From an optimization exercise on the open Yosys and OpenROAD flow, aimed at a short achievable clock period and few clock cycles; shortcuts taken in it are not production practice. No run shown here included a check of the RTL's function; only the layout flow was run. No activity file was given, so power comes from the tool's default toggle rates.

$ cat flow/config.mk
export PLATFORM = sky130hd
export DESIGN_NAME = pipelined_cpu
export DESIGN_NICKNAME = pipelined_cpu
export VERILOG_FILES = /design/flow/design.v
export SDC_FILE = /design/flow/constraint.sdc
export NUM_CORES = 8
export LEC_CHECK = 0
export CAP_MARGIN = 40
export CORE_MARGIN = 2
export CORE_UTILIZATION = 35
export SLEW_MARGIN = 40
$ cat flow/constraint.sdc
create_clock -name core_clock -period 9.0 [get_ports {clk}]
set_input_delay 1.8000 -clock core_clock [delete_from_list [all_inputs] [get_ports {clk}]]
set_output_delay 1.8000 -clock core_clock [all_outputs]
set_load 0.01 [all_outputs]
$ cat flow/design.v
module ks_add32(
    input [31:0] a,
    input [31:0] b,
    input cin,
    output [31:0] s
    );
    wire [31:0] p0 = a ^ b;
    wire [31:0] g0 = (a & b);
    wire [31:0] gi = {g0[31:1], g0[0] | (p0[0] & cin)};
    wire [31:0] g1, p1, g2, p2, g3, p3, g4, p4, g5;
    genvar i;
    generate
        for (i = 0; i < 32; i = i + 1) begin : lv
            if (i >= 1)  begin : a1 assign g1[i] = gi[i] | (p0[i] & gi[i-1]); assign p1[i] = p0[i] & p0[i-1]; end
            else         begin : b1 assign g1[i] = gi[i]; assign p1[i] = p0[i]; end
            if (i >= 2)  begin : a2 assign g2[i] = g1[i] | (p1[i] & g1[i-2]); assign p2[i] = p1[i] & p1[i-2]; end
            else         begin : b2 assign g2[i] = g1[i]; assign p2[i] = p1[i]; end
            if (i >= 4)  begin : a3 assign g3[i] = g2[i] | (p2[i] & g2[i-4]); assign p3[i] = p2[i] & p2[i-4]; end
            else         begin : b3 assign g3[i] = g2[i]; assign p3[i] = p2[i]; end
            if (i >= 8)  begin : a4 assign g4[i] = g3[i] | (p3[i] & g3[i-8]); assign p4[i] = p3[i] & p3[i-8]; end
            else         begin : b4 assign g4[i] = g3[i]; assign p4[i] = p3[i]; end
            if (i >= 16) begin : a5 assign g5[i] = g4[i] | (p4[i] & g4[i-16]); end
            else         begin : b5 assign g5[i] = g4[i]; end
        end
    endgenerate
    assign s = p0 ^ {g5[30:0], cin};
endmodule
module cmp_lt32s(
    input [31:0] a,
    input [31:0] b,
    output lt
    );
    wire [31:0] ua = {~a[31], a[30:0]};
    wire [31:0] ub = {~b[31], b[30:0]};
    wire [31:0] l0 = ~ua & ub;           
    wire [31:0] e0 = ~(ua ^ ub);         
    wire [15:0] l1, e1;
    wire [7:0]  l2, e2;
    wire [3:0]  l3, e3;
    wire [1:0]  l4, e4;
    genvar i;
    generate
        for (i = 0; i < 16; i = i + 1) begin : c1
            assign l1[i] = l0[2*i+1] | (e0[2*i+1] & l0[2*i]);
            assign e1[i] = e0[2*i+1] & e0[2*i];
        end
        for (i = 0; i < 8; i = i + 1) begin : c2
            assign l2[i] = l1[2*i+1] | (e1[2*i+1] & l1[2*i]);
            assign e2[i] = e1[2*i+1] & e1[2*i];
        end
        for (i = 0; i < 4; i = i + 1) begin : c3
            assign l3[i] = l2[2*i+1] | (e2[2*i+1] & l2[2*i]);
            assign e3[i] = e2[2*i+1] & e2[2*i];
        end
        for (i = 0; i < 2; i = i + 1) begin : c4
            assign l4[i] = l3[2*i+1] | (e3[2*i+1] & l3[2*i]);
            assign e4[i] = e3[2*i+1] & e3[2*i];
        end
    endgenerate
    assign lt = l4[1] | (e4[1] & l4[0]);
endmodule
module pipelined_cpu(
    input clk,
    input rst_n,
    output [15:0]imem_addr,
    input [31:0]imem_rdata,
    output [15:0]dmem_addr,
    output dmem_we,
    output [31:0]dmem_wdata,
    input [31:0]dmem_rdata,
    output debug_wb_have_inst,
    output [31:0]debug_wb_pc,
    output debug_wb_ena,
    output [4:0]debug_wb_reg,
    output [31:0]debug_wb_value
    );
    integer j;
    reg [31:0] pc_f_n;
    reg [15:0] imem_q;
    reg [15:0] bidx_q;          
    reg [31:0] m_res_n;
    reg [15:0] dmem_q;
    wire [31:0] pc_f = ~pc_f_n;
    wire [31:0] m_res = ~m_res_n;
    reg [32*32-1:0] rfv;        
    reg        bt_v   [0:15];
    reg [11:0] bt_tag [0:15];
    reg [15:0] bt_tgt [0:15];
    reg        bt_jal [0:15];
    reg [1:0]  bt_ctr [0:15];
    reg        bt_fd   [0:15];  
    reg        bt_zr   [0:15];  
    reg [4:0]  bt_zrs  [0:15];  
    reg [2:0]  bt_ztt  [0:15];  
    reg        bt_fk   [0:15];  
    reg        bt_fz   [0:15];  
    reg        bt_fn   [0:15];  
    reg        e_valid, e_squash;
    reg [31:0] e_pc, e_link, e_timm;
    reg [15:0] e_link_oh;       
    reg [31:0] e_a, e_b;
    reg [31:0] e_ca, e_cb;      
    reg [4:0]  e_shl, e_shr, e_sha;    
    reg        e_sd_late, e_a_late, e_b_late;
    reg        e_wen, e_ld, e_st, e_br, e_jal, e_jalr, e_pred, e_bhit;
    reg [15:0] e_k;             
    reg        e_beq, e_bne, e_blt, e_bge;
    reg [4:0]  e_rd;
    reg        e_s_add, e_s_sub, e_s_and, e_s_or, e_s_xor, e_s_sll, e_s_srl, e_s_sra, e_s_b, e_s_link;
    reg        e_zr, m_zr;
    reg [4:0]  e_zrs, m_zrs;
    reg [2:0]  e_ztt, m_ztt;
    reg        m_valid, m_wen, m_ld, m_st, m_br, m_jal, m_jalr, m_jbad, m_taken, m_bhit, m_bok, m_kok;
    reg [31:0] m_pc, m_sd, m_tgt;
    reg [4:0]  m_rd;
    reg        w_valid, w_wen;
    reg [31:0] w_pc, w_val;
    reg [4:0]  w_rd;
    wire [15:0] bsel = bidx_q;
    reg [15:0] bt_match, bt_take;
    reg [15:0] pred_tgt;
    always @* begin
        pred_tgt = 16'd0;
        for (j = 0; j < 16; j = j + 1) begin
            bt_match[j] = bsel[j] & bt_v[j] & (bt_tag[j] == pc_f[17:6]);
            bt_take[j] = bt_match[j] & (bt_jal[j] | bt_fd[j]);
            pred_tgt = pred_tgt | ({16{bsel[j]}} & bt_tgt[j]);
        end
    end
    wire lowpc = pc_f[31:18] == 14'd0;
    wire bt_hit = (|bt_match) & lowpc;
    wire pred_t = (|bt_take) & lowpc;
    wire [31:0] pc_inc = pc_f + 32'd4;
    wire [31:0] inst = imem_rdata;
    wire [6:0] opc = inst[6:0];
    wire is_r    = opc == 7'b0110011;
    wire is_i    = opc == 7'b0010011;
    wire is_ld   = opc == 7'b0000011;
    wire is_st   = opc == 7'b0100011;
    wire is_br   = opc == 7'b1100011;
    wire is_lui  = opc == 7'b0110111;
    wire is_jal  = opc == 7'b1101111;
    wire is_jalr = opc == 7'b1100111;
    wire [2:0] f3 = inst[14:12];
    wire [4:0] rs1 = inst[19:15];
    wire [4:0] rs2 = inst[24:20];
    wire [4:0] rd  = inst[11:7];
    wire alu_op = is_r | is_i;
    wire is_sh = alu_op & (f3 == 3'b001 || f3 == 3'b101);
    wire [31:0] imm_i = {{20{inst[31]}}, inst[31:20]};
    wire [31:0] imm_s = {{20{inst[31]}}, inst[31:25], inst[11:7]};
    wire [31:0] imm_b = {{19{inst[31]}}, inst[31], inst[7], inst[30:25], inst[11:8], 1'b0};
    wire [31:0] imm_u = {inst[31:12], 12'b0};
    wire [31:0] imm_j = {{11{inst[31]}}, inst[31], inst[19:12], inst[20], inst[30:21], 1'b0};
    wire use_a  = is_r | is_i | is_ld | is_st | is_br | is_jalr;
    wire b_reg  = is_r | is_br;
    wire wen    = is_r | is_i | is_ld | is_lui | is_jal | is_jalr;
    wire [31:0] imm_op = is_st ? imm_s : is_lui ? imm_u : imm_i;
    wire e_v = e_valid & ~e_squash;
    wire [31:0] A = e_a;
    wire [31:0] B = e_b;
    wire [31:0] LA = e_a_late ? dmem_rdata : e_a;
    wire [31:0] LB = e_b_late ? dmem_rdata : e_b;
    wire [31:0] SD = e_sd_late ? dmem_rdata : e_cb;
    wire [31:0] sum, diff;
    ks_add32 u_add(.a(A), .b(B), .cin(1'b0), .s(sum));
    ks_add32 u_sub(.a(A), .b(~B), .cin(1'b1), .s(diff));
    wire [31:0] sll_r = A << e_shl;
    wire [31:0] srl_r = A >> e_shr;
    wire [31:0] sra_r = $signed(A) >>> e_sha;
    wire [31:0] tgt_sum = e_pc + e_timm;
    wire [31:0] r_and = LA & LB;
    wire [31:0] r_or  = LA | LB;
    wire [31:0] r_xor = LA ^ LB;
    wire [31:0] e_result =
          ({32{e_s_add}}  & sum)
        | ({32{e_s_sub}}  & diff)
        | ({32{e_s_and}}  & r_and)
        | ({32{e_s_or}}   & r_or)
        | ({32{e_s_xor}}  & r_xor)
        | ({32{e_s_sll}}  & sll_r)
        | ({32{e_s_srl}}  & srl_r)
        | ({32{e_s_sra}}  & sra_r)
        | ({32{e_s_b}}    & B)
        | ({32{e_s_link}} & e_link);
    wire [31:0] m_val = m_ld ? dmem_rdata : m_res;
    wire e_fw = e_v & e_wen;
    wire e_m1 = e_fw & (e_rd == rs1) & (rs1 != 5'd0);
    wire e_m2 = e_fw & (e_rd == rs2) & (rs2 != 5'd0);
    wire m_m1 = m_wen & (m_rd == rs1) & (rs1 != 5'd0);
    wire m_m2 = m_wen & (m_rd == rs2) & (rs2 != 5'd0);
    wire e1_alu = e_m1 & ~e_ld;
    wire e2_alu = e_m2 & ~e_ld;
    wire late_ok = alu_op & (f3 == 3'b100 || f3 == 3'b110 || f3 == 3'b111);
    wire stall = e_ld & ((use_a & e_m1) | (b_reg & e_m2)) & ~late_ok;
    wire [31:0] rf1 = rfv[32*rs1 +: 32];
    wire [31:0] rf2 = rfv[32*rs2 +: 32];
    wire nz1 = rs1 != 5'd0;
    wire nz2 = rs2 != 5'd0;
    wire a_e  = e1_alu;
    wire a_m  = ~e_m1 & m_m1;
    wire a_rf = use_a & ~e_m1 & ~m_m1 & nz1;
    wire b_e  = b_reg & e2_alu;
    wire b_m  = b_reg & ~e_m2 & m_m2;
    wire b_rf = b_reg & ~e_m2 & ~m_m2 & nz2;
    wire b_im = ~b_reg;
    wire s_e  = e2_alu;
    wire s_m  = ~e_m2 & m_m2;
    wire s_rf = ~e_m2 & ~m_m2 & nz2;
    wire h_e  = is_sh & is_r & e2_alu;
    wire h_m  = is_sh & is_r & ~e_m2 & m_m2;
    wire h_rf = is_sh & is_r & ~e_m2 & ~m_m2 & nz2;
    wire h_im = is_sh & is_i;
    function [31:0] fwd_e;
        input g;
        begin
            fwd_e = ({32{g & e_s_add}}  & sum)
                  | ({32{g & e_s_sub}}  & diff)
                  | ({32{g & e_s_and}}  & r_and)
                  | ({32{g & e_s_or}}   & r_or)
                  | ({32{g & e_s_xor}}  & r_xor)
                  | ({32{g & e_s_sll}}  & sll_r)
                  | ({32{g & e_s_srl}}  & srl_r)
                  | ({32{g & e_s_sra}}  & sra_r)
                  | ({32{g & e_s_b}}    & B)
                  | ({32{g & e_s_link}} & e_link);
        end
    endfunction
    wire [31:0] fe_a = fwd_e(a_e);
    wire [31:0] fe_b = fwd_e(b_e);
    wire [31:0] fe_s = fwd_e(s_e);
    wire [31:0] fe_h = fwd_e(h_e);
    wire [31:0] a_next  = fe_a | ({32{a_m}} & m_val) | ({32{a_rf}} & rf1);
    wire [31:0] b_next  = fe_b | ({32{b_m}} & m_val) | ({32{b_rf}} & rf2) | ({32{b_im}} & imm_op);
    wire [31:0] ca_next = fwd_e(a_e & is_br) | ({32{a_m & is_br}} & m_val) | ({32{a_rf & is_br}} & rf1);
    wire [31:0] cb_next = fe_s | ({32{s_m}} & m_val) | ({32{s_rf}} & rf2);
    wire [4:0]  sh_next = fe_h[4:0] | ({5{h_m}} & m_val[4:0]) | ({5{h_rf}} & rf2[4:0]) | ({5{h_im}} & inst[24:20]);
    wire eq = A == B;
    wire lt;
    cmp_lt32s u_lt(.a(A), .b(B), .lt(lt));
    wire taken = (e_beq & eq) | (e_bne & ~eq) | (e_blt & lt) | (e_bge & ~lt);
    wire eq2 = e_ca == e_cb;
    wire lt2;
    cmp_lt32s u_lt2(.a(e_ca), .b(e_cb), .lt(lt2));
    wire taken2 = (e_beq & eq2) | (e_bne & ~eq2) | (e_blt & lt2) | (e_bge & ~lt2);
    wire go = e_jal | (e_br & taken);           
    wire jalr_ok = e_pred & (A[31:1] == {14'd0, e_k, 1'b0});
    wire mispred = e_v & (e_jalr ? ~jalr_ok : (go != e_pred));
    wire [31:0] jalr_tgt = {sum[31:1], 1'b0};
    wire [31:0] act_tgt = e_jalr ? jalr_tgt : tgt_sum;
    wire e_brv = e_v & e_br;
    wire nb_btgt = e_v & e_jal & ~e_pred;                               
    wire nb_link = e_v & e_pred & ~e_jal & ~e_jalr & ~e_br;             
    wire sel_jalr = e_v & e_jalr & ~jalr_ok;
    wire nb_fd = ~(e_brv | nb_btgt | nb_link | sel_jalr);
    wire sel_hold = stall;
    wire sel_ptgt = ~stall & pred_t;
    wire sel_inc  = ~stall & ~pred_t;
    function [15:0] oh4;
        input [3:0] x;
        oh4 = 16'd1 << x;
    endfunction
    wire [15:0] inc_oh = {bidx_q[14:0], bidx_q[15]};    
    wire [15:0] fd_oh = ({16{sel_hold}} & bidx_q) | ({16{sel_ptgt}} & oh4(pred_tgt[3:0])) | ({16{sel_inc}} & inc_oh);
    wire [31:0] fd_pc = ({32{sel_hold}} & pc_f) | ({32{sel_ptgt}} & {14'd0, pred_tgt, 2'b00}) | ({32{sel_inc}} & pc_inc);
    wire [31:0] pc_tk = e_pred ? fd_pc : tgt_sum;
    wire [31:0] pc_nt = e_brv ? (e_pred ? e_link : fd_pc)
                      : ({32{nb_btgt}} & tgt_sum) | ({32{nb_link}} & e_link)
                      | ({32{sel_jalr}} & jalr_tgt) | ({32{nb_fd}} & fd_pc);
    wire [15:0] oh_tk = e_pred ? fd_oh : oh4(tgt_sum[5:2]);
    wire [15:0] oh_nt = e_brv ? (e_pred ? e_link_oh : fd_oh)
                      : ({16{nb_btgt}} & oh4(tgt_sum[5:2])) | ({16{nb_link}} & e_link_oh)
                      | ({16{sel_jalr}} & oh4(jalr_tgt[5:2])) | ({16{nb_fd}} & fd_oh);
    wire [31:0] pc_next = (e_brv & taken) ? pc_tk : pc_nt;
    wire [31:0] pc_next2 = (e_brv & taken2) ? pc_tk : pc_nt;
    wire [15:0] bidx_next = (e_brv & taken2) ? oh_tk : oh_nt;
    always @(posedge clk or negedge rst_n) begin
        if (!rst_n) begin
            pc_f_n <= 32'hffffffff;
            imem_q <= 16'd0;
            bidx_q <= 16'd1;
        end else begin
            pc_f_n <= ~pc_next;
            imem_q <= pc_next2[17:2];
            bidx_q <= bidx_next;
        end
    end
    wire [15:0] usel = 16'd1 << m_pc[5:2];
    wire u_go = m_jal | m_jalr | (m_br & m_taken);
    wire u_alloc = u_go & m_bok & (~m_bhit | m_jbad) & (~m_jalr | m_kok);
    wire u_cnt = m_br & m_bhit;
    always @(posedge clk or negedge rst_n) begin
        if (!rst_n) begin
            for (j = 0; j < 16; j = j + 1) bt_v[j] <= 1'b0;
        end else begin
            for (j = 0; j < 16; j = j + 1)
                if (u_alloc & usel[j]) bt_v[j] <= 1'b1;
        end
    end
    wire e_zok = (e_s_and | e_s_or | e_s_xor) & ~e_a_late & ~e_b_late;
    wire ez_e = (e_s_and & ~|(A & B)) | (e_s_or & ~|(A | B)) | (e_s_xor & (A == B));
    wire en_e = (e_s_and & A[31] & B[31]) | (e_s_or & (A[31] | B[31])) | (e_s_xor & (A[31] ^ B[31]));
    wire rz_m = m_res == 32'd0;          
    wire rz_w = w_val == 32'd0;
    wire fd_wr = wen & (rd != 5'd0);
    reg  ez_ok [0:15];
    reg  ez_dir [0:15];
    reg  ez_w [0:15];
    reg  ez_z, ez_n;
    integer jj;
    always @* begin
        for (jj = 0; jj < 16; jj = jj + 1) begin
            ez_ok[jj] = bt_zr[jj] & ~(fd_wr & (rd == bt_zrs[jj]));
            ez_w[jj] = w_valid & w_wen & (w_rd == bt_zrs[jj]);
            if (bt_zrs[jj] == 5'd0) begin
                ez_z = 1'b1; ez_n = 1'b0;
            end else if (e_fw & (e_rd == bt_zrs[jj])) begin
                ez_z = ez_e; ez_n = en_e;
                if (~e_zok) ez_ok[jj] = 1'b0;
            end else if (m_wen & (m_rd == bt_zrs[jj])) begin
                ez_z = rz_m; ez_n = m_res[31];
                if (m_ld) ez_ok[jj] = 1'b0;
            end else if (ez_w[jj]) begin
                ez_z = rz_w; ez_n = w_val[31];
            end else begin
                ez_z = bt_fz[jj]; ez_n = bt_fn[jj];
                if (~bt_fk[jj]) ez_ok[jj] = 1'b0;
            end
            ez_dir[jj] = ez_n ? bt_ztt[jj][2] : ez_z ? bt_ztt[jj][1] : bt_ztt[jj][0];
        end
    end
    wire zr_now = is_br & ((rs1 == 5'd0) | (rs2 == 5'd0));
    wire [4:0] zrs_now = (rs2 == 5'd0) ? rs1 : rs2;
    wire [2:0] ztt_now = (f3 == 3'b000) ? 3'b010 :                           
                         (f3 == 3'b001) ? 3'b101 :                           
                         (f3 == 3'b100) ? ((rs2 == 5'd0) ? 3'b100 : 3'b001) :  
                         (f3 == 3'b101) ? ((rs2 == 5'd0) ? 3'b011 : 3'b110) :  
                                          3'b000;
    reg ctr_nx [0:15];
    always @* begin
        for (jj = 0; jj < 16; jj = jj + 1) begin
            ctr_nx[jj] = bt_ctr[jj][1];
            if (u_cnt & usel[jj])
                ctr_nx[jj] = m_taken ? (bt_ctr[jj] != 2'b00) : (bt_ctr[jj] == 2'b11);
        end
    end
    always @(posedge clk) begin
        for (j = 0; j < 16; j = j + 1) begin
            if (u_alloc & usel[j]) begin
                bt_fd[j] <= 1'b1;
                bt_zr[j] <= m_zr;
                bt_zrs[j] <= m_zrs;
                bt_ztt[j] <= m_ztt;
                bt_fk[j] <= 1'b0;
            end else begin
                bt_fd[j] <= ez_ok[j] ? ez_dir[j] : ctr_nx[j];
                if (ez_w[j]) begin
                    bt_fk[j] <= 1'b1;
                    bt_fz[j] <= rz_w;
                    bt_fn[j] <= w_val[31];
                end
            end
        end
    end
    always @(posedge clk) begin
        for (j = 0; j < 16; j = j + 1) begin
            if (u_alloc & usel[j]) begin
                bt_tag[j] <= m_pc[17:6];
                bt_tgt[j] <= m_tgt[17:2];
                bt_jal[j] <= m_jal | m_jalr;
                bt_ctr[j] <= 2'b10;
            end else if (u_cnt & usel[j]) begin
                if (m_taken) begin
                    if (bt_ctr[j] != 2'b11) bt_ctr[j] <= bt_ctr[j] + 2'd1;
                end else begin
                    if (bt_ctr[j] != 2'b00) bt_ctr[j] <= bt_ctr[j] - 2'd1;
                end
            end
        end
    end
    always @(posedge clk or negedge rst_n) begin
        if (!rst_n) begin
            e_valid <= 1'b0; e_squash <= 1'b0; e_sd_late <= 1'b0; e_a_late <= 1'b0; e_b_late <= 1'b0;
            e_wen <= 1'b0; e_ld <= 1'b0; e_st <= 1'b0; e_br <= 1'b0; e_jal <= 1'b0; e_jalr <= 1'b0;
            e_pred <= 1'b0; e_bhit <= 1'b0;
            e_beq <= 1'b0; e_bne <= 1'b0; e_blt <= 1'b0; e_bge <= 1'b0;
            e_s_add <= 1'b0; e_s_sub <= 1'b0; e_s_and <= 1'b0; e_s_or <= 1'b0; e_s_xor <= 1'b0;
            e_s_sll <= 1'b0; e_s_srl <= 1'b0; e_s_sra <= 1'b0; e_s_b <= 1'b0; e_s_link <= 1'b0;
        end else begin
            e_valid <= 1'b1;
            e_squash <= mispred | stall;
            e_sd_late <= e_m2 & e_ld;
            e_a_late <= use_a & e_m1 & e_ld;
            e_b_late <= b_reg & e_m2 & e_ld;
            e_wen <= wen; e_ld <= is_ld; e_st <= is_st; e_br <= is_br; e_jal <= is_jal; e_jalr <= is_jalr;
            e_pred <= pred_t; e_bhit <= bt_hit;
            e_beq <= is_br & f3 == 3'b000;
            e_bne <= is_br & f3 == 3'b001;
            e_blt <= is_br & f3 == 3'b100;
            e_bge <= is_br & f3 == 3'b101;
            e_s_add <= is_ld | is_st | (alu_op & f3 == 3'b000 & ~(is_r & inst[30]));
            e_s_sub <= is_r & f3 == 3'b000 & inst[30];
            e_s_and <= alu_op & f3 == 3'b111;
            e_s_or  <= alu_op & f3 == 3'b110;
            e_s_xor <= alu_op & f3 == 3'b100;
            e_s_sll <= alu_op & f3 == 3'b001;
            e_s_srl <= alu_op & f3 == 3'b101 & ~inst[30];
            e_s_sra <= alu_op & f3 == 3'b101 & inst[30];
            e_s_b   <= is_lui;
            e_s_link <= is_jal | is_jalr;
        end
    end
    always @(posedge clk) begin
        e_pc <= pc_f;
        e_link <= pc_inc;
        e_rd <= rd;          
        e_zr <= zr_now;
        e_zrs <= zrs_now;
        e_ztt <= ztt_now;
        e_link_oh <= inc_oh;
        e_timm <= is_jal ? imm_j : imm_b;
        e_k <= pred_tgt;
        e_a  <= a_next;
        e_b  <= b_next;
        e_ca <= ca_next;
        e_cb <= cb_next;
        e_shl <= sh_next & {5{f3 == 3'b001}};
        e_shr <= sh_next & {5{f3 == 3'b101 & ~inst[30]}};
        e_sha <= sh_next & {5{f3 == 3'b101 & inst[30]}};
    end
    always @(posedge clk or negedge rst_n) begin
        if (!rst_n) begin
            m_valid <= 1'b0; m_wen <= 1'b0; m_ld <= 1'b0; m_st <= 1'b0; m_br <= 1'b0; m_jal <= 1'b0;
            m_jalr <= 1'b0; m_jbad <= 1'b0; m_kok <= 1'b0;
            m_taken <= 1'b0; m_bhit <= 1'b0; m_bok <= 1'b0;
        end else begin
            m_valid <= e_v;
            m_wen <= e_v & e_wen;
            m_ld <= e_v & e_ld;
            m_st <= e_v & e_st;
            m_br <= e_v & e_br;
            m_jal <= e_v & e_jal;
            m_jalr <= e_v & e_jalr;
            m_jbad <= e_jalr & ~jalr_ok;
            m_kok <= B == 32'd0;
            m_taken <= taken;
            m_bhit <= e_bhit;
            m_bok <= (e_pc[31:18] == 14'd0) & (act_tgt[31:18] == 14'd0);
        end
    end
    always @(posedge clk) begin
        m_pc <= e_pc;
        m_res_n <= ~e_result;
        dmem_q <= e_result[17:2];
        m_sd <= SD;
        m_tgt <= act_tgt;
        m_rd <= e_rd;
        m_zr <= e_zr;
        m_zrs <= e_zrs;
        m_ztt <= e_ztt;
    end
    wire [31:0] decw = 32'd1 << m_rd;
    always @(posedge clk) begin
        for (j = 1; j < 32; j = j + 1)
            if (m_wen && decw[j])
                rfv[32*j +: 32] <= m_val;
    end
    always @(posedge clk or negedge rst_n) begin
        if (!rst_n) begin
            w_valid <= 1'b0;
        end else begin
            w_valid <= m_valid;
        end
    end
    always @(posedge clk) begin
        w_pc <= m_pc;
        w_wen <= m_wen;      
        w_rd <= m_rd;
        w_val <= m_val;
    end
    assign imem_addr = imem_q;
    assign dmem_addr = dmem_q;
    assign dmem_we = m_st;
    assign dmem_wdata = m_sd;
    assign debug_wb_have_inst = w_valid;
    assign debug_wb_pc = w_pc;
    assign debug_wb_ena = w_wen;
    assign debug_wb_reg = w_rd;
    assign debug_wb_value = w_val;
endmodule
$ cat flow/flow/run.sh
#!/bin/bash
# Standard layout with three changes, all in how the layout is made:
#  - ABC maps the logic against a delay target (flow/abc_speed.script replaces ORFS's);
#  - timing repair aims at a tighter setup margin;
#  - each timing repair runs a second time, to continue from where the first stopped.
# Everything else is ORFS's own scripts, copied unchanged.
set -euo pipefail
rm -rf scripts_mod
cp -r "$FLOW_HOME/scripts" scripts_mod
cp flow/abc_speed.script scripts_mod/abc_speed.script
sed -i '0,/^  log_cmd repair_timing {\*}\$additional_args$/s//  log_cmd repair_timing {*}$additional_args\n  log_cmd repair_timing {*}$additional_args/' scripts_mod/util.tcl
bash standard.sh SCRIPTS_DIR="$PWD/scripts_mod" SETUP_SLACK_MARGIN=6.5 finish > standard_flow.log 2>&1
$ cat flow/flow/abc_speed.script
strash
dch -f
map -D 1500
buffer -p
upsize -D 1500
dnsize -D 1500
stime -p
$ cat flow/standard.sh
#!/bin/bash
# synth_recipe.tcl (not shown) runs the flow's synth.tcl, then flattens the netlist and writes it again
# the make line also repeats each setting of config.mk as NAME=value (left out here)
make -C /OpenROAD-flow-scripts/flow DESIGN_CONFIG=/design/flow/config.mk WORK_HOME=/design/flow/orfs CLKGATE_MAP_FILE= SYNTH_SCRIPT=/design/flow/synth_recipe.tcl "${@:-finish}"
==> flow_summary.yaml, run 1 <==
route:
  via_per_inst: 6.423
  drc_errors: 0
  ant_nets: 0
  dr.pass1.iters: 13
  drt_first_iter_violations: 22052
  wl_mm: 651.2
  vias: 121329
  wire_per_inst_um: 34.48
power_and_ir_drop:
  switching_share_pct: 32.17
  clkPwrFrac_pct: 36.5
  vdd_drop_max_v: 0.0001857
  leakagePower_nw: 60.59
  net-switching-power_mw: 9.803
  combPwrFrac_pct: 21.4
  power_frac_seq_pct: 42.0
  internal-power_mw: 20.67
  power.density_nw_per_um2: 186.3
clock_tree:
  htree_levels: 5
  clkTransAtPathRegs_ps: 60
  insertion_delay_ps: 950
  cts_buffer_depth: 4
  cts_root_buf: "clkbuf_16"
  cts.sinks: 2299
  cts_made_buffers: 266
  tritoncts: "yes"
setup_path:
  critPathLaunchType: "primary input"
  reg2reg_to: "bidx_q[6]"
  critPathMaxFanout: 5
  path_depth: 22
  crit_type: "primary input to flop"
  slowest_delay_ps: 250
  path_cells: "buf_8 -> nand2_8 -> nor3_4 -> buf_12 -> buf_8 -> inv_6 -> buf_6 -> nor2_4 -> inv_8 -> nand4_1 -> nand3_4 -> nand2_8 -> buf_12 -> nand2_8 -> buf_12 -> buf_16 -> nor2_4 -> a31oi_4 -> o21ai_0 -> nand2_1 -> nand2_1 -> o21ai_1"
  worstPathArrival_ps: 4530
  crit_buf_inv: 9
  r2r_cells: 12
  r2r_setup_slack_ps: 5410
  setup.worst_path.start: "imem_rdata[0]"
  crit_path_end_kind: "flop"
  critPathSlowestCell: "o21ai_0"
  critPathRequiredTime_ps: 9830
  critPathTopFamily: "simple AND/OR/NAND/NOR gates"
  timing.rr.start: "e_cb[15]"
synthesis:
  synthAdderAreaFrac_pct: 2.700
  synth-seq-area-share_pct: 52.54
  synthFlopType: "edfxtp_1"
  synth-xor-area-share_pct: 2.038
  ys_seq_elements: 2299
  post_synth_and_or_nand_nor_area_fraction_pct: 15.46
  synth_edf_count: 1632
  yosys_warnings: 49
  synthTopCellsByArea: "edfxtp_1, dfxtp_1, nand2_1, o21ai_0, a21oi_1"
  synth_area_leader_cell: "edfxtp_1"
  synth_top_family_by_area: "compound AO/OA/AOI/OAI gates"
  synth_cell_types: 99
  synth-compound-area-share_pct: 20.72
  synthMuxAreaShare_pct: 0.6897
  yosysMostFrequentCell: "nand2_1"
  syn_avg_cell_area_um2: 9.159
  mappedNetlistNets: 13416
  synthArstFlopShare_pct: 5.220
  synth_top_cell_area_share_pct: 40.87
  syn_inst: 13093
  synthTopCellsByCount: "nand2_1, edfxtp_1, o21ai_0, a21oi_1, nor2_1"
  synth_area_um2: 119900
worst_hold_path:
  min_delay_path_depth: 0
  worstHoldPathType: "flop to flop"
  holdPathEnd: "m_zrs[4]"
  hp-start: "e_zrs[4]"
placement:
  place_ws_ps: 2788
  dp_hpwl_mm: 374.7
  dp.cells: 17310
  gp_congestion: 1.115
  port_buffers: 201
run:
  max-cap-violations: 0
die:
  rows: 214
  initial_core_util_pct: 35.24
  die_h_um: 589.3
  coreArea_um2: 340300
  die_area_um2: 347300
  io_pins: 202
  die_x_um: 589.3
timing:
  fin_crit_ps: 3699
  slew_headroom_pct: 28.78
  clock_skew_ps: 58.48
  tightest_slew_ps: 1065
  finalWorstSetupSlack_ps: 5301
  fin_crit_sh_pct: 41.09
  drv_slew: 0
  setup-tns-final_ps: 0
  setup_viol_count_final: 0
  grt_setup_unrepaired: "true"
  hold_violations: 0
  clock.fmax_mhz: 270.4
global_route:
  grt_max_degree: 86
  grt_remaining_overflow: 0
  antenna_found_initial: 59
  first_global_vias: 110669
  grt_first_pass_wirelength_mm: 876.9
  grt_use_total_pct: 35.66
outcome:
  status: "no timing/DRC/antenna violations"
final_layout:
  final_nets: 14425
  area_growth_pct: 36.36
  fin_cells: 18890
  drive_gt1_share_pct: 28.65
## worst max-delay path by stage
stage                            end  slack (ps)
after detailed placement     e_b[23]        2790
after global routing      pc_f_n[30]        5260
after floorplan           bidx_q[10]        5270
final                     pc_f_n[30]        5300
after global placement       e_a[22]        2630
after CTS                 pc_f_n[24]        5490
## layer usage
layer	share of wire (%)	up-vias	routed length, um	track usage, %
met4	9.8	36	64100	28.44
met3	16	2757	102400	13.49
met5	0.092	-	602	0.5884
met1	35	58383	230400	44.99
met2	39	10656	253800	48.38
li1	-	49497	-	-
## logic make-up (layout without fill, tap and decap cells)
| logic type | count (synthesis) | count (layout) |
|---|---|---|
| xor+xnor | 279 | 279 |
| buf+inv | 1763 | 2975 |
| flops | 2299 | 2299 |
| fa+ha+maj | 257 | 257 |
| simple gates | 4413 | 4420 |
| other cells | 1 | 43 |
| compound gates | 4003 | 4003 |
| mux | 78 | 78 |
## stage by stage
step                      hold slack [ps]  util [%]  area [um2]  total power, mW
after detailed placement            312.0     38.20      130000            17.35
after global placement              311.1     37.96      129200            17.32
after floorplan                     309.6         -      123500            15.09
after global routing                303.3     48.03      163500            31.00
after CTS                           283.8     46.57      158500            29.54
final                               309.2     48.05      163500            30.47
## power by group through the flow
stage	Sequential, mW	Combinational [mW]	Clock, mW
2_1_floorplan	12.6	2.54	0
3_3_place_gp	13.0	4.32	0
3_5_place_dp	13.0	4.34	0
4_1_cts	12.7	5.71	11.1
5_1_grt	12.8	6.65	11.5
6_report	12.8	6.53	11.1
## registers in the layout (all words and copies together) (netlist names), 48 cells and up
signal  cells
bt_ztt     48
bt_tgt    256
bt_zrs     80
bt_tag    192
rfv       992
## cell usage in the layout (no fill, tap or decap), drive strengths merged, types with 166 or more instances in the layout
master	count
nor2	1009
a32oi	169
a22oi	212
o22ai	166
nand3	391
a21oi	1088
o211ai	249
o21ai	1336
dfxtp	547
buf	1483
nand2	2479
edfxtp	1632
inv	836
ha	254
clkbuf	366
## layout make-up
cell class              count  area (um2)
multi-input cells        9038       61240
diodes                     42       105.1
repair buffers           1574       19880
clock inverters           132        1299
clock buffers             346        7421
repair inverters           23       272.8
inverters                 900        4149
flip-flops and latches   2299       63480
fillers                 30327      176800
well taps                4536        5675
## repair_timing
action / in CTS / in global routing
endpoints found under the setup margin: 2518 / 834
pin swaps: 794 / 431
hold buffers: 0 / 0
gates resized for setup: 3331 / 663
cloned: 141 / 15
endpoints found under the hold margin: 0 / 0
setup buffers: 712 / 191
==> run 2: changes to the inputs <==
--- a/flow/design.v
+++ b/flow/design.v
@@ -99,5 +99,5 @@
     reg [31:0] e_pc, e_link, e_timm;
     reg [15:0] e_link_oh;       
-    reg [31:0] e_a, e_b;
+    reg [31:0] e_a, e_b, e_sd;
     reg [31:0] e_ca, e_cb;      
     reg [4:0]  e_shl, e_shr, e_sha;    
@@ -107,4 +107,5 @@
     reg        e_beq, e_bne, e_blt, e_bge;
     reg [4:0]  e_rd;
+    reg        e_s_addl;        
     reg        e_s_add, e_s_sub, e_s_and, e_s_or, e_s_xor, e_s_sll, e_s_srl, e_s_sra, e_s_b, e_s_link;
     reg        e_zr, m_zr;
@@ -162,8 +163,10 @@
     wire [31:0] LA = e_a_late ? dmem_rdata : e_a;
     wire [31:0] LB = e_b_late ? dmem_rdata : e_b;
-    wire [31:0] SD = e_sd_late ? dmem_rdata : e_cb;
+    wire [31:0] SD = e_sd_late ? dmem_rdata : e_sd;
     wire [31:0] sum, diff;
     ks_add32 u_add(.a(A), .b(B), .cin(1'b0), .s(sum));
     ks_add32 u_sub(.a(A), .b(~B), .cin(1'b1), .s(diff));
+    wire [31:0] sum_l;
+    ks_add32 u_addl(.a(LA), .b(LB), .cin(1'b0), .s(sum_l));
     wire [31:0] sll_r = A << e_shl;
     wire [31:0] srl_r = A >> e_shr;
@@ -175,4 +178,5 @@
     wire [31:0] e_result =
           ({32{e_s_add}}  & sum)
+        | ({32{e_s_addl}} & sum_l)
         | ({32{e_s_sub}}  & diff)
         | ({32{e_s_and}}  & r_and)
@@ -192,5 +196,7 @@
     wire e1_alu = e_m1 & ~e_ld;
     wire e2_alu = e_m2 & ~e_ld;
-    wire late_ok = alu_op & (f3 == 3'b100 || f3 == 3'b110 || f3 == 3'b111);
+    wire is_add = is_ld | is_st | (alu_op & f3 == 3'b000 & ~(is_r & inst[30]));
+    wire late_ok = (alu_op & (f3 == 3'b100 || f3 == 3'b110 || f3 == 3'b111)) | is_add;
+    wire late_now = e_ld & ((use_a & e_m1) | (b_reg & e_m2));
     wire stall = e_ld & ((use_a & e_m1) | (b_reg & e_m2)) & ~late_ok;
     wire [31:0] rf1 = rfv[32*rs1 +: 32];
@@ -216,4 +222,5 @@
         begin
             fwd_e = ({32{g & e_s_add}}  & sum)
+                  | ({32{g & e_s_addl}} & sum_l)
                   | ({32{g & e_s_sub}}  & diff)
                   | ({32{g & e_s_and}}  & r_and)
@@ -234,5 +241,6 @@
     wire [31:0] b_next  = fe_b | ({32{b_m}} & m_val) | ({32{b_rf}} & rf2) | ({32{b_im}} & imm_op);
     wire [31:0] ca_next = fwd_e(a_e & is_br) | ({32{a_m & is_br}} & m_val) | ({32{a_rf & is_br}} & rf1);
-    wire [31:0] cb_next = fe_s | ({32{s_m}} & m_val) | ({32{s_rf}} & rf2);
+    wire [31:0] cb_next = fwd_e(b_e & is_br) | ({32{b_m & is_br}} & m_val) | ({32{b_rf & is_br}} & rf2);
+    wire [31:0] sd_next = fe_s | ({32{s_m}} & m_val) | ({32{s_rf}} & rf2);
     wire [4:0]  sh_next = fe_h[4:0] | ({5{h_m}} & m_val[4:0]) | ({5{h_rf}} & rf2[4:0]) | ({5{h_im}} & inst[24:20]);
     wire eq = A == B;
@@ -385,5 +393,5 @@
             e_pred <= 1'b0; e_bhit <= 1'b0;
             e_beq <= 1'b0; e_bne <= 1'b0; e_blt <= 1'b0; e_bge <= 1'b0;
-            e_s_add <= 1'b0; e_s_sub <= 1'b0; e_s_and <= 1'b0; e_s_or <= 1'b0; e_s_xor <= 1'b0;
+            e_s_add <= 1'b0; e_s_addl <= 1'b0; e_s_sub <= 1'b0; e_s_and <= 1'b0; e_s_or <= 1'b0; e_s_xor <= 1'b0;
             e_s_sll <= 1'b0; e_s_srl <= 1'b0; e_s_sra <= 1'b0; e_s_b <= 1'b0; e_s_link <= 1'b0;
         end else begin
@@ -399,5 +407,6 @@
             e_blt <= is_br & f3 == 3'b100;
             e_bge <= is_br & f3 == 3'b101;
-            e_s_add <= is_ld | is_st | (alu_op & f3 == 3'b000 & ~(is_r & inst[30]));
+            e_s_add <= is_add & ~late_now;
+            e_s_addl <= is_add & late_now;
             e_s_sub <= is_r & f3 == 3'b000 & inst[30];
             e_s_and <= alu_op & f3 == 3'b111;
@@ -425,4 +434,5 @@
         e_ca <= ca_next;
         e_cb <= cb_next;
+        e_sd <= sd_next;
         e_shl <= sh_next & {5{f3 == 3'b001}};
         e_shr <= sh_next & {5{f3 == 3'b101 & ~inst[30]}};
==> run 2 against run 1 <==
Clock power barely moved. Highest routed layer unchanged. Hold slack improved by 10 ps. Synthesized cell count is 7.1% higher. Flip-flop and latch count rose by 33. Setup slack got worse by 53 ps. Global-route usage up 3.5 points. Combinational power increased by about 10%. Sequential power is 3% higher. Still clean.
==> flow_summary.yaml, run 2 <==
synthesis:
  yosys_warnings: 49
  synth_area_leader_cell: "edfxtp_1"
  synth-seq-area-share_pct: 50.82
  synth_top_cell_area_share_pct: 39.12
  synthTopCellsByArea: "edfxtp_1, dfxtp_1, nand2_1, o21ai_0, a21oi_1"
  synth_cell_types: 110
  synthFlopType: "edfxtp_1"
  syn_inst: 14028
  synthTopCellsByCount: "nand2_1, edfxtp_1, o21ai_0, a21oi_1, nor2_1"
  synth_edf_count: 1632
  ys_seq_elements: 2332
  yosysMostFrequentCell: "nand2_1"
  synthArstFlopShare_pct: 5.189
  syn_avg_cell_area_um2: 8.931
  mappedNetlistNets: 14364
  synth_area_um2: 125300
worst_hold_path:
  worstHoldPathType: "flop to flop"
power_and_ir_drop:
  finalPower_mw: 31.57
  leakagePower_nw: 64.27
  power.density_nw_per_um2: 183.0
  vdd_drop_max_v: 0.0001362
final_layout:
  final_cell_area_um2: 172500
  fin_cells: 20254
  largest_register: "rfv"
  top_regs: "rfv x992, bt_tgt x256, bt_tag x192"
  area_growth_pct: 37.71
  regArea_um2: 64080
  layout_common_cells: "nand2_1, edfxtp_1, o21ai_0"
  largest_reg_flops: 992
  final_common_cell: "nand2_1"
  final_nets: 15574
  nFillCells: 32459
  multi_input_area_um2: 66890
  drive_gt1_share_pct: 29.67
route:
  drt_first_iter_violations: 22939
  via_per_inst: 6.447
  drc_errors: 0
  wire_per_inst_um: 36.94
  wl_mm: 748.1
  dr.pass1.iters: 9
  vias: 130568
  ant_nets: 0
timing:
  hold_violations: 0
  tightest_slew_ps: 984.2
  fin_crit_ps: 3752
  grt_setup_unrepaired: "true"
  slew_headroom_pct: 34.39
  drv_slew: 0
  fin_crit_sh_pct: 41.68
  clock_skew_ps: 66.22
  whs_ps: 319.7
  setup-tns-final_ps: 0
  clock.fmax_mhz: 266.6
  setup_viol_count_final: 0
run:
  max-cap-violations: 0
setup_path:
  critPathLaunchType: "primary input"
  worstPathArrival_ps: 4530
  critPathMaxFanout: 8
  r2r_cells: 19
  r2r_setup_slack_ps: 5280
  timing.critical_path.mode_cell: "buf_16"
  setup.worst_path.start: "imem_rdata[20]"
  crit_path_end_kind: "flop"
  reg2reg_to: "pc_f_n[19]"
  crit_type: "primary input to flop"
  critPathRequiredTime_ps: 9780
  timing.rr.start: "e_b[9]"
  path_cells: "buf_16 -> inv_16 -> buf_16 -> nand2_4 -> nand3_2 -> nand3b_4 -> nor2_4 -> buf_6 -> nand2_8 -> buf_6 -> nor2_4 -> buf_12 -> buf_16 -> clkinvlp_4 -> buf_12 -> o21ai_2 -> a21oi_1 -> nand4_1"
  slowest_delay_ps: 290
  worstSetupEndpoint: "e_sd[3]"
  critPathSlowestCell: "nand4_1"
clock_tree:
  cts_buffer_depth: 4
  tritoncts: "yes"
  cts_made_buffers: 271
  htree_levels: 5
  cts_root_buf: "clkbuf_16"
  cts.sinks: 2332
  clkTransAtPathRegs_ps: 60
  postCtsHoldBufs: 0
  insertion_delay_ps: 950
placement:
  dp.cells: 18457
  dpl_cell_area_um2: 135300
  dp_hpwl_mm: 448.6
  gp_congestion: 1.116
  port_buffers: 201
die:
  io_pins: 202
  die_area_um2: 362700
  coreArea_um2: 355900
  die_h_um: 602.3
  initial_core_util_pct: 35.20
  rows: 219
  die_x_um: 602.3
global_route:
  grt_use_total_pct: 39.15
  grt_remaining_overflow: 0
  antenna_found_initial: 66
  grt_max_degree: 83
  grt_first_pass_wirelength_mm: 989.4
  first_global_vias: 117749
outcome:
  status: "no timing/DRC/antenna violations"
## run 2: cell types whose count changed after synthesis, moves of 43 or more
cell      change
a221oi_1     +46
o21ai_0      +43
xor2_1       +44
inv_1       +104
nand2_1     +288
nor2_1      +114
a22oi_1      -46
clkbuf_1    -103
buf_2       +125
## run 2: cell families (layout without fill, tap and decap cells)
| group | after synthesis | after routing | share of synthesized area, % |
|---|---|---|---|
| DFF | 2332 | 2332 | 50.82 |
| AOI/OAI and AO/OA | 4206 | 4206 | 20.88 |
| other | 1 | 47 | 0.002993 |
| muxes | 53 | 53 | 0.4564 |
| and+or+nand+nor | 4915 | 4926 | 16.53 |
| adders and majority gates | 270 | 270 | 2.715 |
| buffers and inverters | 1912 | 3330 | 6.213 |
| xor gates and xnor gates | 339 | 339 | 2.382 |
## run 2: worst min-delay path by stage
stage          depth (start not counted)     start       end
5_1_grt                                0  e_zrs[1]  m_zrs[1]
3_3_place_gp                           0  e_zrs[2]  m_zrs[2]
2_1_floorplan                          0      e_zr      m_zr
3_5_place_dp                           0  e_zrs[1]  m_zrs[1]
4_1_cts                                0  e_zrs[1]  m_zrs[1]
6_report                               0  e_zrs[3]  m_zrs[3]
## run 2: layout make-up
type                            instances  area share, %
Tap cell                             4751          3.446
Timing Repair Buffer                 1805          12.70
Clock buffer                          365          4.375
Multi-Input combinational cell       9795          38.77
Sequential cell                      2332          37.14
Clock inverter                        127         0.6636
Antenna cell                           46        0.06672
Timing Repair inverter                 22         0.1596
Inverter                             1011          2.673
## run 2: power by group
group          internal (mW)  total, mW  switching (mW)
registers               12.2       13.2           0.965
clock network           6.33       11.2            4.86
logic                   2.46       7.20            4.75
total                   21.0       31.6            10.6
## run 2: stage by stage
step | util (%) | setup WS (ps)
final | 48.47 | 5249
after global routing | 48.45 | 5299
after CTS | 46.56 | 5436
after detailed placement | 38.01 | 2138
after global placement | 37.82 | 2076
after floorplan | - | 5041
## run 2: repair_timing
action                                  4_1_cts  5_1_grt
setup buffers                               801      303
gates cloned                                134       20
gates resized for setup                    3549      907
pin swaps                                   785      643
endpoints found under the setup margin     2796      879
## run 2: critical path: cells and delay by family
| family | cells | cell delay (ps) |
|---|---|---|
| buffers and inverters | 9 | 1340 |
| AND/OR/NAND/NOR | 7 | 1100 |
| AO/OA/AOI/OAI | 2 | 210 |
## run 2: layer usage
metal / track usage [%] / vias up / part of all wire [%]
li1: - / 53020 / -
met1: 50.00 / 63579 / 36
met2: 53.64 / 11150 / 39
met3: 13.94 / 2781 / 15
met4: 29.95 / 38 / 9.6
met5: 0 / - / 0.083
==> run 3: changes to the inputs <==
--- a/flow/design.v
+++ b/flow/design.v
@@ -93,7 +93,6 @@
     reg [4:0]  bt_zrs  [0:15];  
     reg [2:0]  bt_ztt  [0:15];  
-    reg        bt_fk   [0:15];  
-    reg        bt_fz   [0:15];  
-    reg        bt_fn   [0:15];  
+    reg [31:0] rf_z, rf_n;      
+    reg [16:0] bt_k   [0:15];   
     reg        e_valid, e_squash;
     reg [31:0] e_pc, e_link, e_timm;
@@ -104,8 +103,7 @@
     reg        e_sd_late, e_a_late, e_b_late;
     reg        e_wen, e_ld, e_st, e_br, e_jal, e_jalr, e_pred, e_bhit;
-    reg [15:0] e_k;             
+    reg [16:0] e_k;             
     reg        e_beq, e_bne, e_blt, e_bge;
     reg [4:0]  e_rd;
-    reg        e_s_addl;        
     reg        e_s_add, e_s_sub, e_s_and, e_s_or, e_s_xor, e_s_sll, e_s_srl, e_s_sra, e_s_b, e_s_link;
     reg        e_zr, m_zr;
@@ -113,4 +111,5 @@
     reg [2:0]  e_ztt, m_ztt;
     reg        m_valid, m_wen, m_ld, m_st, m_br, m_jal, m_jalr, m_jbad, m_taken, m_bhit, m_bok, m_kok;
+    reg [16:0] m_k;
     reg [31:0] m_pc, m_sd, m_tgt;
     reg [4:0]  m_rd;
@@ -121,10 +120,13 @@
     reg [15:0] bt_match, bt_take;
     reg [15:0] pred_tgt;
+    reg [16:0] pred_k;
     always @* begin
         pred_tgt = 16'd0;
+        pred_k = 17'd0;
         for (j = 0; j < 16; j = j + 1) begin
             bt_match[j] = bsel[j] & bt_v[j] & (bt_tag[j] == pc_f[17:6]);
             bt_take[j] = bt_match[j] & (bt_jal[j] | bt_fd[j]);
             pred_tgt = pred_tgt | ({16{bsel[j]}} & bt_tgt[j]);
+            pred_k = pred_k | ({17{bsel[j]}} & bt_k[j]);
         end
     end
@@ -167,6 +169,4 @@
     ks_add32 u_add(.a(A), .b(B), .cin(1'b0), .s(sum));
     ks_add32 u_sub(.a(A), .b(~B), .cin(1'b1), .s(diff));
-    wire [31:0] sum_l;
-    ks_add32 u_addl(.a(LA), .b(LB), .cin(1'b0), .s(sum_l));
     wire [31:0] sll_r = A << e_shl;
     wire [31:0] srl_r = A >> e_shr;
@@ -178,5 +178,4 @@
     wire [31:0] e_result =
           ({32{e_s_add}}  & sum)
-        | ({32{e_s_addl}} & sum_l)
         | ({32{e_s_sub}}  & diff)
         | ({32{e_s_and}}  & r_and)
@@ -196,7 +195,5 @@
     wire e1_alu = e_m1 & ~e_ld;
     wire e2_alu = e_m2 & ~e_ld;
-    wire is_add = is_ld | is_st | (alu_op & f3 == 3'b000 & ~(is_r & inst[30]));
-    wire late_ok = (alu_op & (f3 == 3'b100 || f3 == 3'b110 || f3 == 3'b111)) | is_add;
-    wire late_now = e_ld & ((use_a & e_m1) | (b_reg & e_m2));
+    wire late_ok = alu_op & (f3 == 3'b100 || f3 == 3'b110 || f3 == 3'b111);
     wire stall = e_ld & ((use_a & e_m1) | (b_reg & e_m2)) & ~late_ok;
     wire [31:0] rf1 = rfv[32*rs1 +: 32];
@@ -222,5 +219,4 @@
         begin
             fwd_e = ({32{g & e_s_add}}  & sum)
-                  | ({32{g & e_s_addl}} & sum_l)
                   | ({32{g & e_s_sub}}  & diff)
                   | ({32{g & e_s_and}}  & r_and)
@@ -253,5 +249,5 @@
     wire taken2 = (e_beq & eq2) | (e_bne & ~eq2) | (e_blt & lt2) | (e_bge & ~lt2);
     wire go = e_jal | (e_br & taken);           
-    wire jalr_ok = e_pred & (A[31:1] == {14'd0, e_k, 1'b0});
+    wire jalr_ok = e_pred & (A[31:1] == {14'd0, e_k});
     wire mispred = e_v & (e_jalr ? ~jalr_ok : (go != e_pred));
     wire [31:0] jalr_tgt = {sum[31:1], 1'b0};
@@ -262,7 +258,6 @@
     wire sel_jalr = e_v & e_jalr & ~jalr_ok;
     wire nb_fd = ~(e_brv | nb_btgt | nb_link | sel_jalr);
-    wire sel_hold = stall;
-    wire sel_ptgt = ~stall & pred_t;
-    wire sel_inc  = ~stall & ~pred_t;
+    wire sel_ptgt = pred_t;
+    wire sel_inc  = ~pred_t;
     function [15:0] oh4;
         input [3:0] x;
@@ -270,6 +265,6 @@
     endfunction
     wire [15:0] inc_oh = {bidx_q[14:0], bidx_q[15]};    
-    wire [15:0] fd_oh = ({16{sel_hold}} & bidx_q) | ({16{sel_ptgt}} & oh4(pred_tgt[3:0])) | ({16{sel_inc}} & inc_oh);
-    wire [31:0] fd_pc = ({32{sel_hold}} & pc_f) | ({32{sel_ptgt}} & {14'd0, pred_tgt, 2'b00}) | ({32{sel_inc}} & pc_inc);
+    wire [15:0] fd_oh = ({16{sel_ptgt}} & oh4(pred_tgt[3:0])) | ({16{sel_inc}} & inc_oh);
+    wire [31:0] fd_pc = ({32{sel_ptgt}} & {14'd0, pred_tgt, 2'b00}) | ({32{sel_inc}} & pc_inc);
     wire [31:0] pc_tk = e_pred ? fd_pc : tgt_sum;
     wire [31:0] pc_nt = e_brv ? (e_pred ? e_link : fd_pc)
@@ -280,7 +275,11 @@
                       : ({16{nb_btgt}} & oh4(tgt_sum[5:2])) | ({16{nb_link}} & e_link_oh)
                       | ({16{sel_jalr}} & oh4(jalr_tgt[5:2])) | ({16{nb_fd}} & fd_oh);
-    wire [31:0] pc_next = (e_brv & taken) ? pc_tk : pc_nt;
-    wire [31:0] pc_next2 = (e_brv & taken2) ? pc_tk : pc_nt;
-    wire [15:0] bidx_next = (e_brv & taken2) ? oh_tk : oh_nt;
+    wire s_tk1 = ~stall & e_brv & taken;
+    wire s_nt1 = ~stall & ~(e_brv & taken);
+    wire s_tk2 = ~stall & e_brv & taken2;
+    wire s_nt2 = ~stall & ~(e_brv & taken2);
+    wire [31:0] pc_next = ({32{stall}} & pc_f) | ({32{s_tk1}} & pc_tk) | ({32{s_nt1}} & pc_nt);
+    wire [31:0] pc_next2 = ({32{stall}} & pc_f) | ({32{s_tk2}} & pc_tk) | ({32{s_nt2}} & pc_nt);
+    wire [15:0] bidx_next = ({16{stall}} & bidx_q) | ({16{s_tk2}} & oh_tk) | ({16{s_nt2}} & oh_nt);
     always @(posedge clk or negedge rst_n) begin
         if (!rst_n) begin
@@ -307,4 +306,5 @@
     end
     wire e_zok = (e_s_and | e_s_or | e_s_xor) & ~e_a_late & ~e_b_late;
+    wire e_nok = e_zok;
     wire ez_e = (e_s_and & ~|(A & B)) | (e_s_or & ~|(A | B)) | (e_s_xor & (A == B));
     wire en_e = (e_s_and & A[31] & B[31]) | (e_s_or & (A[31] | B[31])) | (e_s_xor & (A[31] ^ B[31]));
@@ -314,25 +314,24 @@
     reg  ez_ok [0:15];
     reg  ez_dir [0:15];
-    reg  ez_w [0:15];
-    reg  ez_z, ez_n;
+    reg  ez_z, ez_n, ez_nk;
     integer jj;
     always @* begin
         for (jj = 0; jj < 16; jj = jj + 1) begin
+            ez_nk = 1'b1;
             ez_ok[jj] = bt_zr[jj] & ~(fd_wr & (rd == bt_zrs[jj]));
-            ez_w[jj] = w_valid & w_wen & (w_rd == bt_zrs[jj]);
             if (bt_zrs[jj] == 5'd0) begin
                 ez_z = 1'b1; ez_n = 1'b0;
             end else if (e_fw & (e_rd == bt_zrs[jj])) begin
-                ez_z = ez_e; ez_n = en_e;
-                if (~e_zok) ez_ok[jj] = 1'b0;
+                ez_z = ez_e; ez_n = en_e; ez_nk = e_nok;
+                if (e_ld | ~e_zok) ez_ok[jj] = 1'b0;
             end else if (m_wen & (m_rd == bt_zrs[jj])) begin
                 ez_z = rz_m; ez_n = m_res[31];
                 if (m_ld) ez_ok[jj] = 1'b0;
-            end else if (ez_w[jj]) begin
+            end else if (w_valid & w_wen & (w_rd == bt_zrs[jj])) begin
                 ez_z = rz_w; ez_n = w_val[31];
             end else begin
-                ez_z = bt_fz[jj]; ez_n = bt_fn[jj];
-                if (~bt_fk[jj]) ez_ok[jj] = 1'b0;
+                ez_z = rf_z[bt_zrs[jj]]; ez_n = rf_n[bt_zrs[jj]];
             end
+            if (~ez_nk & (bt_ztt[jj][2] != bt_ztt[jj][0])) ez_ok[jj] = 1'b0;
             ez_dir[jj] = ez_n ? bt_ztt[jj][2] : ez_z ? bt_ztt[jj][1] : bt_ztt[jj][0];
         end
@@ -345,4 +344,12 @@
                          (f3 == 3'b101) ? ((rs2 == 5'd0) ? 3'b011 : 3'b110) :  
                                           3'b000;
+    wire [31:0] decwf = 32'd1 << w_rd;
+    always @(posedge clk) begin
+        for (j = 1; j < 32; j = j + 1)
+            if (w_valid && w_wen && decwf[j]) begin
+                rf_z[j] <= rz_w;
+                rf_n[j] <= w_val[31];
+            end
+    end
     reg ctr_nx [0:15];
     always @* begin
@@ -360,12 +367,6 @@
                 bt_zrs[j] <= m_zrs;
                 bt_ztt[j] <= m_ztt;
-                bt_fk[j] <= 1'b0;
             end else begin
-                bt_fd[j] <= ez_ok[j] ? ez_dir[j] : ctr_nx[j];
-                if (ez_w[j]) begin
-                    bt_fk[j] <= 1'b1;
-                    bt_fz[j] <= rz_w;
-                    bt_fn[j] <= w_val[31];
-                end
+                bt_fd[j] <= (ez_ok[j] & ~stall) ? ez_dir[j] : ctr_nx[j];
             end
         end
@@ -377,4 +378,5 @@
                 bt_tgt[j] <= m_tgt[17:2];
                 bt_jal[j] <= m_jal | m_jalr;
+                bt_k[j] <= m_k;
                 bt_ctr[j] <= 2'b10;
             end else if (u_cnt & usel[j]) begin
@@ -393,5 +395,5 @@
             e_pred <= 1'b0; e_bhit <= 1'b0;
             e_beq <= 1'b0; e_bne <= 1'b0; e_blt <= 1'b0; e_bge <= 1'b0;
-            e_s_add <= 1'b0; e_s_addl <= 1'b0; e_s_sub <= 1'b0; e_s_and <= 1'b0; e_s_or <= 1'b0; e_s_xor <= 1'b0;
+            e_s_add <= 1'b0; e_s_sub <= 1'b0; e_s_and <= 1'b0; e_s_or <= 1'b0; e_s_xor <= 1'b0;
             e_s_sll <= 1'b0; e_s_srl <= 1'b0; e_s_sra <= 1'b0; e_s_b <= 1'b0; e_s_link <= 1'b0;
         end else begin
@@ -407,6 +409,5 @@
             e_blt <= is_br & f3 == 3'b100;
             e_bge <= is_br & f3 == 3'b101;
-            e_s_add <= is_add & ~late_now;
-            e_s_addl <= is_add & late_now;
+            e_s_add <= is_ld | is_st | (alu_op & f3 == 3'b000 & ~(is_r & inst[30]));
             e_s_sub <= is_r & f3 == 3'b000 & inst[30];
             e_s_and <= alu_op & f3 == 3'b111;
@@ -424,10 +425,10 @@
         e_link <= pc_inc;
         e_rd <= rd;          
+        e_link_oh <= inc_oh;
         e_zr <= zr_now;
         e_zrs <= zrs_now;
         e_ztt <= ztt_now;
-        e_link_oh <= inc_oh;
         e_timm <= is_jal ? imm_j : imm_b;
-        e_k <= pred_tgt;
+        e_k <= pred_k;
         e_a  <= a_next;
         e_b  <= b_next;
@@ -453,5 +454,5 @@
             m_jalr <= e_v & e_jalr;
             m_jbad <= e_jalr & ~jalr_ok;
-            m_kok <= B == 32'd0;
+            m_kok <= ~B[0] & (A[31:18] == 14'd0);
             m_taken <= taken;
             m_bhit <= e_bhit;
@@ -469,4 +470,5 @@
         m_zrs <= e_zrs;
         m_ztt <= e_ztt;
+        m_k <= A[17:1];
     end
     wire [31:0] decw = 32'd1 << m_rd;
==> flow/flow/run.sh (replaced) <==
#!/bin/bash
# Standard layout with two changes: ABC maps the logic against a delay target
# (flow/abc_speed.script replaces ORFS's), and timing repair aims at a tighter
# setup margin. Everything else is ORFS's own scripts, copied unchanged.
set -euo pipefail
rm -rf scripts_mod
cp -r "$FLOW_HOME/scripts" scripts_mod
cp flow/abc_speed.script scripts_mod/abc_speed.script
bash standard.sh SCRIPTS_DIR="$PWD/scripts_mod" SETUP_SLACK_MARGIN=6.5 finish > standard_flow.log 2>&1
--- a/flow/config.mk
+++ b/flow/config.mk
@@ -6,6 +6,6 @@
 export NUM_CORES = 8
 export LEC_CHECK = 0
-export CAP_MARGIN = 40
+export CAP_MARGIN = 20
 export CORE_MARGIN = 2
-export CORE_UTILIZATION = 35
-export SLEW_MARGIN = 40
+export CORE_UTILIZATION = 40
+export SLEW_MARGIN = 20
==> run 3 against run 2 <==
Final cell count rose by 10%. Still clean on timing, DRC and antenna. Total power up 9.4%. Synthesized cell count rose by 17%. Routed wire length is 4.3% higher. Sequential power is 11% higher. Clock skew increased by 20 ps. Via count grew 15%. First-iteration DRC count is 19% higher. Clock power rose by 11%. Utilization is 4.3 points higher.
==> flow_summary.yaml, run 3 <==
outcome:
  status: "no timing/DRC/antenna violations"
clock_tree:
  clkTransAtPathRegs_ps: 70
  insertion_delay_ps: 960
  htree_levels: 5
  cts.sinks: 2635
  cts_root_buf: "clkbuf_16"
  cts_made_buffers: 294
  tritoncts: "yes"
  cts_buffer_depth: 4
  postCtsHoldBufs: 0
power_and_ir_drop:
  leakagePower_nw: 69.73
  vdd_drop_max_v: 0.0001641
  power.density_nw_per_um2: 183.9
setup_path:
  critPathRequiredTime_ps: 9860
  worstPathArrival_ps: 4390
  timing.critical_path.mode_cell: "nand2_1"
  critPathSlowestCell: "nor2_4"
  crit_type: "flop to flop"
  critPathTopFamily: "simple AND/OR/NAND/NOR gates"
  critPathLaunchType: "flop"
  path_depth: 15
  crit_buf_inv: 1
  slowest_delay_ps: 390
  r2r_cells: 15
  path_cells: "inv_1 -> ha_1 -> and2_1 -> and3_1 -> nand2_1 -> nand4_1 -> nand2_1 -> o2111ai_1 -> nand2_1 -> nand4_1 -> nand3_4 -> nand2_4 -> nor2_4 -> o211ai_1 -> nand3_2"
  critPathMaxFanout: 8
  crit_path_end_kind: "flop"
synthesis:
  synth-compound-area-share_pct: 21.44
  synth-seq-area-share_pct: 50.88
  ys_seq_elements: 2635
  synth_edf_count: 1934
  yosysMostFrequentCell: "nand2_1"
  mappedNetlistNets: 16747
  synth_area_um2: 143000
  synthTopCellsByCount: "nand2_1, edfxtp_1, o21ai_0, a21oi_1, nor2_1"
  synth_top_family_by_area: "compound AO/OA/AOI/OAI gates"
  synth_area_leader_cell: "edfxtp_1"
  syn_inst: 16417
  synthTopCellsByArea: "edfxtp_1, nand2_1, dfxtp_1, o21ai_0, a21oi_1"
  synthAdderAreaFrac_pct: 2.326
  synthFlopType: "edfxtp_1"
  synthArstFlopShare_pct: 4.554
  post_synth_and_or_nand_nor_area_fraction_pct: 17.47
  syn_avg_cell_area_um2: 8.709
  synth_cell_types: 92
  synth-xor-area-share_pct: 1.225
  synthMuxAreaShare_pct: 0.3990
  synth_top_cell_area_share_pct: 40.62
  yosys_warnings: 48
worst_hold_path:
  worstHoldPathType: "flop to flop"
  min_delay_path_depth: 0
timing:
  fin_crit_ps: 3536
  clock_skew_ps: 86.46
  grt_setup_unrepaired: "true"
  slew_headroom_pct: 22.64
  whs_ps: 307.2
  fin_crit_sh_pct: 39.29
  setup-tns-final_ps: 0
  hold_violations: 0
  drv_slew: 0
  clock.fmax_mhz: 282.8
  finalWorstSetupSlack_ps: 5464
  tightest_slew_ps: 1160
  setup_viol_count_final: 0
run:
  max-cap-violations: 0
final_layout:
  drive_gt1_share_pct: 24.52
  final_nets: 17651
  area_growth_pct: 31.38
  final_common_cell: "nand2_1"
  top_regs: "rfv x992, bt_k x272, bt_tgt x256"
  layout_common_cells: "nand2_1, edfxtp_1, o21ai_0"
  largest_reg_flops: 992
  largest_register: "rfv"
  fin_cells: 22351
global_route:
  grt_first_pass_wirelength_mm: 1054
  grt_max_degree: 97
  antenna_found_initial: 62
  grt_use_total_pct: 40.97
  grt_remaining_overflow: 0
  first_global_vias: 134722
die:
  die_x_um: 601.9
  rows: 219
  die_area_um2: 362300
  die_h_um: 601.9
  initial_core_util_pct: 40.17
  coreArea_um2: 355900
  io_pins: 202
placement:
  dp.cells: 20575
  place_ws_ps: 2486
  port_buffers: 201
  gp_congestion: 1.103
  dp_hpwl_mm: 452.2
route:
  via_per_inst: 6.694
  dr.pass1.iters: 9
  wire_per_inst_um: 34.91
  drc_errors: 0
  ant_nets: 0
  drt_first_iter_violations: 27339
  vias: 149623
  wl_mm: 780.4
==> run 3: per-stage QoR <==
stage	utilization (%)	cell area, um2	power (mW)
after global routing	52.75	187800	35.18
after CTS	51.21	182300	33.67
after floorplan	-	146100	17.43
after global placement	42.47	151200	20.12
final	52.78	187900	34.55
after detailed placement	42.48	151200	20.12
==> run 3: cell type report <==
class                   instances  area [um2]
repair buffers               1738       21400
flip-flops and latches       2635       73110
multi-input cells           11493       72060
inverters                    1115        5030
fillers                     31397      168100
clock inverters               135        1310
diodes                         40       100.1
well taps                    4751        5944
repair inverters               44       583.1
clock buffers                 400        8323
==> run 3: timing repair <==
item                                    4_1_cts  5_1_grt
endpoints found under the setup margin     2813     1465
gates resized for setup                    3435      799
buffers inserted                            793      218
cloned                                      171       18
pin swaps                                   495      427
==> run 3: report_power, final <==
group | leakage, nW | switching (mW) | internal, mW
Clock | 4.71 | 5.34 | 7.04
Combinational | 39.6 | 4.99 | 2.54
Sequential | 25.4 | 0.900 | 13.7
==> run 3: final timing paths <==
check | start | endpoint | slack (ps)
max | e_ca[7] | imem_q[9] | 5460
min | m_valid | w_valid | 310
max reg2reg | e_ca[7] | imem_q[9] | 5460
min reg2reg | m_valid | w_valid | 310
max in group asynchronous | rst_n | imem_q[3] | 6790
min in group asynchronous | rst_n | bt_v[3] | 910
==> run 3: per-layer routing <==
layer  vias to the layer above  routed length (um)  track usage [%]
met1                     71269              268600            51.30
met3                      3601              122000            13.98
li1                      61247                   -                -
met2                     13478              311500            57.50
met5                         -                 232           0.6475
met4                        28               77970            32.13
==> run 3: logic make-up (layout without fill, tap and decap cells) <==
family | after synthesis | count (layout)
fa+ha+maj | 264 | 264
other cells | 1 | 41
mux | 53 | 53
flops | 2635 | 2635
compound gates | 5026 | 5028
simple gates | 5938 | 5947
xor+xnor | 200 | 200
buf+inv | 2300 | 3432
==> run 3: worst reg2reg max path: stages, from the launching register on <==
cell	delay, ps
dfxtp_1	300
inv_1	40
ha_1	300
and2_1	170
and3_1	220
nand2_1	150
nand4_1	230
nand2_1	170
o2111ai_1	170
nand2_1	320
nand4_1	280
nand3_4	250
nand2_4	170
nor2_4	400
o211ai_1	180
nand3_2	120

[static timing again, ports no longer ideal]
No port has a modelled driver above. Below, the same layouts with a new extraction and two added sets of constraints. Step 1 sets driving cells, clkbuf_16 on the clock port and buf_2 on the other inputs (assumed; they add their load-dependent delay and slew). Step 2 adds t to the input delays and takes it off the output delays; t is the mean of the earliest and latest rising clock arrival at the registers after step 1. Input paths then give back, and output paths get back, about the clock's delay inside the block. Slacks: ideal ports / drivers / drivers and shift; pairs: ideal ports / drivers.
run	t, ns	slack for setup (ns)	worst setup path at the end
run 1	1.032	5.301 / 5.268 / 4.236	input to register
run 2	1.042	5.249 / 4.995 / 3.952	input to register
run 3	1.034	5.464 / 5.272 / 4.238	input to register
After both steps setup and hold are still met in every run listed. The setup slack of run 2, which loses most, moves by -0.254 ns with the drivers and by -1.297 ns with both steps.
